Background: an optimization exercise with open tools, aiming at small area. Do not read the settings as production practice. The RTL was checked by simulation tests, not by an equivalence proof against the original design. Power and IR drop assume default switching activity.

$ cat design.v
module top(
    input  logic        clk,
    input  logic        rst,
    input  logic [63:0] seed_r,
    input  logic [63:0] seed_g,
    input  logic [63:0] seed_b,
    output logic        _48b,
    output logic        _45a
);
    logic [191:0] ring;
    logic [7:0]   ph;
    logic [8:0]   h;
    logic         s0;
    logic [7:0]   b0;
    logic [3:0]   j;         
    logic [4:0]   i;         
    logic [10:0]  k;         
    logic         p_r, p_g, p_b;
    logic         q_r, q_g, q_b;
    logic         acc, cmp;  
    logic [2:0]   f;         
    logic [5:0] q;
    logic [1:0] ch;
    logic [2:0] a, b;
    assign q  = ph[5:0];
    assign ch = ph[7:6];
    assign a  = ph[5:3];
    assign b  = ph[2:0];
    logic q_last, ph_last;
    assign q_last  = (q == 6'd63);
    assign ph_last = q_last & ch[1];
    logic a0, a7, b0c, b7;
    assign a0  = (a == 3'd0);
    assign a7  = (a == 3'd7);
    assign b0c = (b == 3'd0);
    assign b7  = (b == 3'd7);
    logic n1, n2, n3, n4, n5, n6, n7, n8;
    always_comb begin
        n1 = b0c ? ring[7] : h[0];
        n2 = b7  ? h[6]    : ring[1];
        n3 = a0  ? ring[56] : h[7];
        n4 = a0  ? (b0c ? ring[63] : ring[55]) : (b0c ? h[0] : h[8]);
        n5 = a0  ? (b7  ? ring[49] : ring[57]) : (b7  ? s0   : h[6]);
        n6 = a7  ? b0[0] : ring[8];
        n7 = a7  ? b0[7] : (b0c ? ring[15] : ring[7]);
        n8 = a7  ? b0[1] : (b7  ? ring[1]  : ring[9]);
    end
    logic [3:0] cnt;
    assign cnt = 4'(n1) + 4'(n2) + 4'(n3) + 4'(n4) + 4'(n5) + 4'(n6) + 4'(n7) + 4'(n8);
    logic life;
    assign life = (cnt == 4'd3) | (ring[0] & (cnt == 4'd2));
    logic pat;
    always_comb begin
        case (ch)
            2'd0:    pat = (q == 6'd41) | (q == 6'd42) | (q == 6'd43);
            2'd1:    pat = (q == 6'd17) | (q == 6'd18) | (q == 6'd19);
            default: pat = (q == 6'd44) | (q == 6'd52) | (q == 6'd60);
        endcase
    end
    logic f_cur;
    assign f_cur = (ch == 2'd0) ? f[0] : ((ch == 2'd1) ? f[1] : f[2]);
    logic ins;
    assign ins = cmp ? life : (ring[0] | (~acc & ~f_cur & pat));
    logic slot_end, frame_end, bit_end, gap;
    assign bit_end   = (j == 4'd14);
    assign gap       = (i == 5'd24);
    assign slot_end  = gap & (j == 4'd1);
    assign frame_end = (k == 11'd1035) & (i == 5'd21) & bit_end;
    logic trig;
    assign trig = (k == 11'd64);
    logic capt;
    assign capt = (q == k[5:0]) & (ch == (q_last ? 2'd1 : 2'd2)) & ~k[10];
    always_ff @(posedge clk) begin
        if (rst) begin
            for (int n = 0; n < 64; n++) begin
                ring[n]       <= seed_r[63 - n];
                ring[64 + n]  <= seed_g[63 - n];
                ring[128 + n] <= seed_b[63 - n];
            end
        end else begin
            ring <= {ins, ring[191:1]};
        end
    end
    always_ff @(posedge clk) begin
        h  <= {h[7:0], ring[0]};
        s0 <= b0c ? h[7] : s0;
        b0 <= {a0 ? ring[0] : b0[0], b0[7:1]};
    end
    always_ff @(posedge clk) begin
        if (rst) begin
            ph <= 8'd0;
        end else begin
            ph[5:0] <= q + 6'd1;
            if (q_last)
                ph[7:6] <= ch[1] ? 2'd0 : ch + 2'd1;
        end
    end
    always_ff @(posedge clk) begin
        if (rst) begin
            acc <= 1'b1;
            cmp <= 1'b0;
            f   <= 3'd0;
        end else begin
            if (ph_last) begin
                if (acc) begin
                    acc <= 1'b0;
                    cmp <= 1'b0;
                end else if (trig) begin
                    acc <= 1'b1;
                    cmp <= 1'b1;
                    f   <= 3'd0;
                end
            end
            if (acc && ins) begin
                if (ch == 2'd0) f[0] <= 1'b1;
                if (ch == 2'd1) f[1] <= 1'b1;
                if (ch == 2'd2) f[2] <= 1'b1;
            end
        end
    end
    always_ff @(posedge clk) begin
        if (rst) begin
            k <= 11'd1035;
            i <= 5'd21;
            j <= 4'd9;
        end else begin
            if (frame_end || slot_end) begin
                j <= 4'd0;
                i <= 5'd0;
            end else if (bit_end) begin
                j <= 4'd0;
                i <= i + 5'd1;
            end else begin
                j <= j + 4'd1;
            end
            if (frame_end)
                k <= 11'd0;
            else if (slot_end)
                k <= k + 11'd1;
        end
    end
    always_ff @(posedge clk) begin
        if (capt) begin
            q_r <= ring[65];
            q_g <= ring[129];
            q_b <= ring[1];
        end
    end
    always_ff @(posedge clk) begin
        if (rst) begin
            p_r <= seed_r[63];
            p_g <= seed_g[63];
            p_b <= seed_b[63];
        end else if (gap) begin
            p_r <= q_r;
            p_g <= q_g;
            p_b <= q_b;
        end
    end
    logic disp, bitv, out;
    assign disp = (k[10:6] == 5'd0) & ~gap;
    always_comb begin
        case (i[4:3])
            2'd0:    bitv = p_g;
            2'd1:    bitv = p_r;
            default: bitv = p_b;
        endcase
        bitv = bitv & ~i[2];
    end
    assign out = disp & ((j < 4'd5) | (bitv & (j < 4'd10)));
    assign _48b = out;
    assign _45a = ~out;
endmodule
$ cat flow/run.sh
#!/bin/bash
# Standard ORFS layout with two changes: the port buffers are buf_1 cells
# and the clock tree uses small buffers without dummy loads.
set -o pipefail
cp standard.sh standard_sh.log
export BUFFER_PORTS_ARGS="-buffer_cell sky130_fd_sc_hd__buf_1"
export CTS_ARGS="-sink_clustering_enable -repair_clock_nets -dont_use_dummy_load -buf_list sky130_fd_sc_hd__clkbuf_4"
bash standard.sh > standard.log 2>&1
$ cat standard.sh
#!/bin/bash
# synth_recipe.tcl (not shown) runs the flow's synth.tcl, then flattens the netlist and writes it again
# the make line also repeats each setting of config.mk as NAME=value (left out here)
make -C /OpenROAD-flow-scripts/flow DESIGN_CONFIG=/design/flow/config.mk WORK_HOME=/design/flow/orfs CLKGATE_MAP_FILE= SYNTH_SCRIPT=/design/flow/synth_recipe.tcl "${@:-finish}"
$ cat config.mk
export PLATFORM = sky130hd
export DESIGN_NAME = top
export DESIGN_NICKNAME = top
export VERILOG_FILES = /design/flow/design.v
export SDC_FILE = /design/flow/constraint.sdc
export NUM_CORES = 4
export LEC_CHECK = 0
export CAP_MARGIN = 20
export CORE_MARGIN = 2
export CORE_UTILIZATION = 40
export SLEW_MARGIN = 20
$ cat constraint.sdc
create_clock -name core_clock -period 83.333 [get_ports {clk}]
set_input_delay 16.6666 -clock core_clock [delete_from_list [all_inputs] [get_ports {clk}]]
set_output_delay 16.6666 -clock core_clock [all_outputs]
set_load 0.01 [all_outputs]
==> summary.txt, run 1 <==
PwrDens = 23.0 nW/µm²
number of synthesized flops with an enable pin = 7
Area Growth Syn to Fin = 15.5%
DRC viols = 0
Critical Path RT = 66.67 ns
Setup-failing EPs final = 0
largest net degree at the start of global routing = 85
port buffer count = 195
worst path bufs/invs = 2
Final Hold Fails = 0
Mapped Area = 9010 µm²
number of global-route vias before repair = 6008
Pleak = 0.00409 µW
Most Crowded Layer GR = met2
WP data arrival = 2.12 ns
status = finished clean
DP Area = 9900 µm²
Ports = 196
Die Span Y = 154 µm
worst vdd rail ir drop = 11.9 µV
nets = 1155
vias = 5794
Final Instance Area = 10400 µm²
Pins Over Slew Limit = 0
syn nets = 925
max cap viols = 0
asr flop ratio synth = 0%
startpoint types = flop
CTS sink count = 249
Die Wd = 154 µm
# rows = 54
initial core utilization = 41.0%
Setup Fix Bufs, Post-CTS = 0
slowest CP cell = dfxtp_1
Wirelength per Cell = 14.5 µm
Hold Path End = b0[2]
clk slew on worst S/H paths = 0.05 ns
crit end category = primary output
R2R Setup Slk = 78.36 ns
#FFs+latches synth = 249
minimum clock period = 18.79 ns
HP Start = b0[3]
die area = 23700 µm²
worst path cell trace = inv_1 -> ha_1 -> nand4b_2 -> nand4_1 -> o21ba_2 -> buf_1
FF-to-FF End = f[2]
WL final = 17600 µm
Worst Setup Path Type = flop to primary output
met1 usage in global routing = 17.4%
sequential share of the synthesized area = 56.1%
CTS tree = yes
worst reg2reg startpoint = ph[3]
global-route wire length before repair = 28600 µm
Rel. slew slack = 32.1%
Mapped Cells = 709
initial drt markers = 201
clk buf depth = 3
met3 GRT Util = 7.30%
Most used DFF post-synth = dfxtp_1
Stages on worst setup path = 6
RSZ-0062 raised after global routing = false
Final Hold Slack = 0.319 ns
met2 Usage GRT = 23.3%
FILL cells = 2064
Root Driver = clkbuf_4
Overall Global Routing Usage = 15.1%
H-tree depth = 3
PostCTS Resize Cnt = 0
cts hold-fix bufs = 0
layout cell share with drive strength beyond 1 = 29.0%
initial antenna violation count = 1
Setup TNS = 0 ns
fmax = 0.0532 GHz
DP Wirelength = 12200 µm
hold depth = 0
Cell variety after synth = 53
crit-path max cell delay = 0.41 ns
post-route ant nets = 0
Worst Skew = 0.0518 ns
crit share post-route = 22.5%
Routability Congestion = 0.782
Crit Path Max Fanout = 10
reg2reg path depth = 13
Antenna diodes = 0
Vias/cell = 4.76
Worst-Skew Late Latency = 0.63 ns
CTS Buf Count = 68
drt pass-1 iters = 4
Core Region = 22000 µm²
cell family with most CP delay = simple AND/OR/NAND/NOR gates
grt ovf = 0
Yosys warning total = 1
Least-Margin Pin Slew = 1.02 ns
worst min path class = flop to flop
Syn Area/Cell = 12.7 µm²
[sequential cells by signal, indices dropped and copies added (netlist names), 3 cells and up]
signal / flops
b0: 8
f: 3
h: 9
i: 5
j: 4
k: 11
ph: 8
ring: 192
[Yosys cell counts, types with 8 or more instances]
master / number / area share (%)
a21oi_1: 14 / 0.78
buf_2: 8 / 0.44
clkbuf_1: 18 / 0.75
dfxtp_1: 242 / 54
ha_1: 18 / 2.5
inv_1: 25 / 1.0
mux2_2: 191 / 24
nand2_1: 22 / 0.92
nand3_1: 11 / 0.61
nand4_1: 9 / 0.62
nor2_1: 19 / 0.79
nor3_1: 11 / 0.61
o21ai_0: 18 / 1.0
xnor2_1: 15 / 1.5
xor2_1: 8 / 0.78
[cells in the final DEF, fill, tap and decap left out, drive strengths merged, types with 3 or more instances in the layout]
cell     netlist  routed
dfxtp        242     242
buf           18     196
mux2         191     191
clkbuf        19      69
inv           25      25
nand2         22      22
nor2          20      20
o21ai         19      19
ha            18      18
xnor2         15      15
a21oi         14      14
nand3         11      11
nor3          11      11
nand4          9       9
xor2           8       8
nor4           8       8
edfxtp         7       7
mux2i          5       5
o31ai          4       4
fa             4       4
nand4b         4       4
nand2b         3       3
nor3b          3       3
nor2b          3       3
o2bb2ai        3       3
[cell families (layout without fill, tap and decap cells)]
| kind of cell | count (synthesis) | in the layout | share of synthesized area, % |
|---|---|---|---|
| adder cells (fa/ha/maj) | 22 | 22 | 3.39 |
| flip-flops | 249 | 249 | 56.1 |
| AO/OA/AOI/OAI | 49 | 49 | 3.33 |
| XOR/XNOR | 23 | 23 | 2.24 |
| AND/OR/NAND/NOR | 106 | 106 | 6.62 |
| buffers and inverters | 62 | 290 | 3.39 |
| multiplexers | 198 | 198 | 24.9 |
[how the worst max path moves through the flow]
| stage | startpoint | to | slack, ns |
|---|---|---|---|
| floorplan | i[0] | _48b | 65.45 |
| global placement | rst | ring[148] | 64.59 |
| detailed placement | rst | ring[32] | 64.61 |
| CTS | i[0] | _48b | 64.49 |
| global route | i[0] | _48b | 64.39 |
| finish | i[0] | _48b | 64.55 |
[metal layers]
layer,vias to the layer above,share of wire [%],wire [µm]
li1,2934,-,-
met1,2641,42,7480
met2,172,45,7940
met3,45,9.5,1680
met4,2,2.9,504
met5,-,0.074,13
[power breakdown]
group	internal [µW]	switching, µW
sequential	131	4.07
combinational	15.2	10.6
clock	37.1	41.6
total	184	56.2
[final cells by class]
cell class / count / area, µm² / area share [%]
clock buffers: 68 / 510 / 4.90
inverters: 25 / 93.8 / 0.901
multi-input cells: 398 / 3650 / 35.1
flip-flops and latches: 249 / 5050 / 48.6
well taps: 280 / 350 / 3.37
repair buffers: 197 / 751 / 7.21
[stage by stage]
| stage | setup WS, ns | util, % | instances | total power [µW] |
|---|---|---|---|---|
| 6_report | 64.55 | 47.4 | 1217 | 240 |
| 3_3_place_gp | 64.59 | 45.1 | 1149 | 163 |
| 3_5_place_dp | 64.61 | 45.1 | 1149 | 164 |
| 2_1_floorplan | 65.45 | - | 709 | 156 |
| 5_1_grt | 64.39 | 47.4 | 1217 | 254 |
| 4_1_cts | 64.49 | 47.4 | 1217 | 245 |
==> run 2, diff against run 1 <==
==> run.sh (new file) <==
#!/bin/bash
# synth_recipe.tcl (not shown) runs the flow's synth.tcl, then flattens the netlist and writes it again
# the make line also repeats each setting of config.mk as NAME=value (left out here)
make -C /OpenROAD-flow-scripts/flow DESIGN_CONFIG=/design/flow/config.mk WORK_HOME=/design/flow/orfs CLKGATE_MAP_FILE= SYNTH_SCRIPT=/design/flow/synth_recipe.tcl finish
removed: flow/run.sh
removed: standard.sh
==> run 2 against run 1 <==
- count of clock-buffer cells in the layout is 30 lower
- worst hold slack better by 0.0060 ns
- first-iteration DRC count is 17% higher
- sequential share of layout area is 6.6 points lower
- final area is 16% higher
- combinational power is 27% higher
- sequential power hardly changed
- via count is 0.52% lower
- wire length is 8.1% higher
- clock skew is 0.041 ns lower
- largest power group unchanged
==> summary.txt, run 2 <==
number of synthesized flops with an enable pin = 7
startpoint types = flop
Syn Area/Cell = 12.7 µm²
worst path cell trace = inv_1 -> ha_1 -> nand4b_2 -> nand4_1 -> o21ba_2 -> clkdlybuf4s50_1
Final Hold Fails = 0
most frequent cell after synthesis = dfxtp_1
Pins Over Slew Limit = 0
Synth top cells by count = dfxtp_1, mux2_2, inv_1
Die Span Y = 154 µm
Final Hold Slack = 0.325 ns
PwrDens = 24.1 nW/µm²
cell family with most CP delay = buffers and inverters
Mapped Area = 9010 µm²
top area cells in the synthesized netlist = dfxtp_1, mux2_2, ha_1, edfxtp_1, xnor2_1
Most used DFF post-synth = dfxtp_1
syn nets = 925
drt pass-1 iters = 4
WP data arrival = 2.48 ns
Routability Congestion = 0.803
RSZ-0062 raised after global routing = false
Top reg by flops = ring
number of global-route vias before repair = 6209
layout cell share with drive strength beyond 1 = 26.7%
status = finished clean
reg2reg path depth = 13
Worst Setup EP = _48b
Regs by FF count = ring x192, k x11, h x9
Compound-Gate Fraction of Synth Area = 3.33%
clk buf depth = 3
Setup-failing EPs final = 0
WL final = 19100 µm
port buffer count = 195
cts hold-fix bufs = 0
mux contribution to synthesized area = 24.9%
Post-Synth Simple-Gate Area = 6.62%
Yosys warning total = 1
Least-Margin Pin Slew = 0.841 ns
worst path bufs/invs = 2
crit-path max cell delay = 0.53 ns
Die Wd = 154 µm
die area = 23700 µm²
sequential share of the synthesized area = 56.1%
largest net degree at the start of global routing = 107
Area Growth Syn to Fin = 33.6%
DP Wirelength = 13600 µm
Mapped Cells = 709
Critical Path RT = 66.67 ns
FILL cells = 1866
max cap viols = 0
post-synth top area cell = dfxtp_1
crit share post-route = 23.0%
asr flop ratio synth = 0%
top-area cell type share of the netlist area = 53.8%
Crit Path Max Fanout = 10
max reg flops = 192
vias = 5764
R2R Setup Slk = 78.22 ns
Worst-Skew Late Latency = 0.53 ns
adder-cell share of the synthesized area = 3.39%
Setup Fix Bufs, Post-CTS = 0
worst min path class = flop to flop
Setup TNS = 0 ns
# rows = 54
global-route wire length before repair = 31100 µm
Ports = 196
#FFs+latches synth = 249
Rel. slew slack = 43.9%
Root Driver = clkbuf_16
FF-to-FF End = f[2]
Pleak = 0.00476 µW
Overall Global Routing Usage = 16.1%
CTS sink count = 249
H-tree depth = 1
DRC viols = 0
worst reg2reg startpoint = ph[3]
initial drt markers = 236
grt ovf = 0
PostCTS Resize Cnt = 0
Stages on worst setup path = 6
Worst Skew = 0.0104 ns
Worst Setup Path Type = flop to primary output
crit end category = primary output
Post-Synth XOR/XNOR Area = 2.24%
initial core utilization = 41.0%
CTS Buf Count = 27
Cell variety after synth = 53
Worst Setup SP = i[0]
slowest CP cell = clkdlybuf4s50_1
CTS tree = yes
largest family of logic cells by synthesized area = multiplexers
post-route ant nets = 0
Core Region = 22000 µm²
worst vdd rail ir drop = 13.6 µV
fmax = 0.0522 GHz
Vias/cell = 4.82
most frequent cells in the layout = dfxtp_1, clkdlybuf4s50_1, mux2_2
minimum clock period = 19.15 ns
initial antenna violation count = 3
commonest non-fill, non-tap cell in the layout = dfxtp_1
nets = 1114
Wirelength per Cell = 15.9 µm
clk slew on worst S/H paths = 0.06 ns
-- run 2: cell families after synthesis --
family / Yosys count
compound gates: 49
fa+ha+maj: 22
buf+inv: 62
simple gates: 106
mux: 198
xor+xnor: 23
flops: 249
-- run 2: worst min path at each step --
stage                      from  slack (ns)  cells after the start     to
final                     b0[3]        0.32                      0  b0[2]
after CTS                 b0[4]        0.33                      0  b0[3]
after global placement    b0[2]        0.31                      0  b0[1]
after detailed placement  b0[4]        0.31                      0  b0[3]
after global routing      b0[4]        0.33                      0  b0[3]
after floorplan           b0[2]        0.31                      0  b0[1]
-- run 2: metal layers --
metal  vias to the layer above  global-route usage [%]  wire length [µm]
li1                       2845                       -                 -
met1                      2715                    18.4              7550
met2                       158                    27.0              9140
met3                        42                    7.24              1880
met4                         4                    4.85               465
met5                         -                       0                26
-- run 2: power by group --
group          switching (µW)  total (µW)  leakage, µW  internal, µW
clock network            46.9         121     0.000450          74.4
logic                    11.6        32.7      0.00221          21.2
registers                4.19         135      0.00210           131
-- run 2: final cells by class --
cell class                 count  area, µm²  share of cell area (%)
sequential                   249       5050                    42.0
multi-input combinational    398       3650                    30.3
timing repair buffer         197       1970                    16.4
clock buffer                  38        778                    6.47
tap                          280        350                    2.91
clock inverter                 8        135                    1.12
inverter                      25       93.8                   0.780
antenna                        2       5.00                  0.0416
-- run 2: stage by stage --
stage / util, % / cells / power (µW) / area (µm²) / setup WS (ns)
2_1_floorplan: - / 709 / 156 / 9010 / 65.45
3_3_place_gp: 50.6 / 1149 / 169 / 11100 / 64.12
3_5_place_dp: 50.6 / 1149 / 171 / 11100 / 64.04
4_1_cts: 54.8 / 1195 / 294 / 12000 / 64.18
5_1_grt: 54.8 / 1196 / 303 / 12000 / 64.05
6_report: 54.8 / 1197 / 290 / 12000 / 64.18

-- what the ideal ports hide --
Ports are ideal in the flow. The routed layouts listed here were re-timed in OpenROAD. Step 1 assumes that a clkbuf_16 drives the clock port and a buf_2 every other input. Step 2 also shifts input and output timing later by t, the mid clock arrival at the registers, as if the neighbouring blocks saw the same clock. Three values: ideal ports, drivers, drivers and shift; two values: the first two.
| run | t, ns | setup slack, ns | worst setup path at the end | slew at the worst register clock pin (ns) | cell pins on the clock port's net |
|---|---|---|---|---|---|
| run 1 | 0.644 | 64.545 / 64.510 / 64.592 | input to register | 0.06 / 0.06 | 1 |
| run 2 | 0.575 | 64.182 / 64.137 / 64.035 | input to register | 0.06 / 0.06 | 1 |
After both steps setup and hold are still met in every run listed. The setup slack of run 2, which loses most, moves by -0.045 ns with the drivers and by -0.147 ns with both steps.
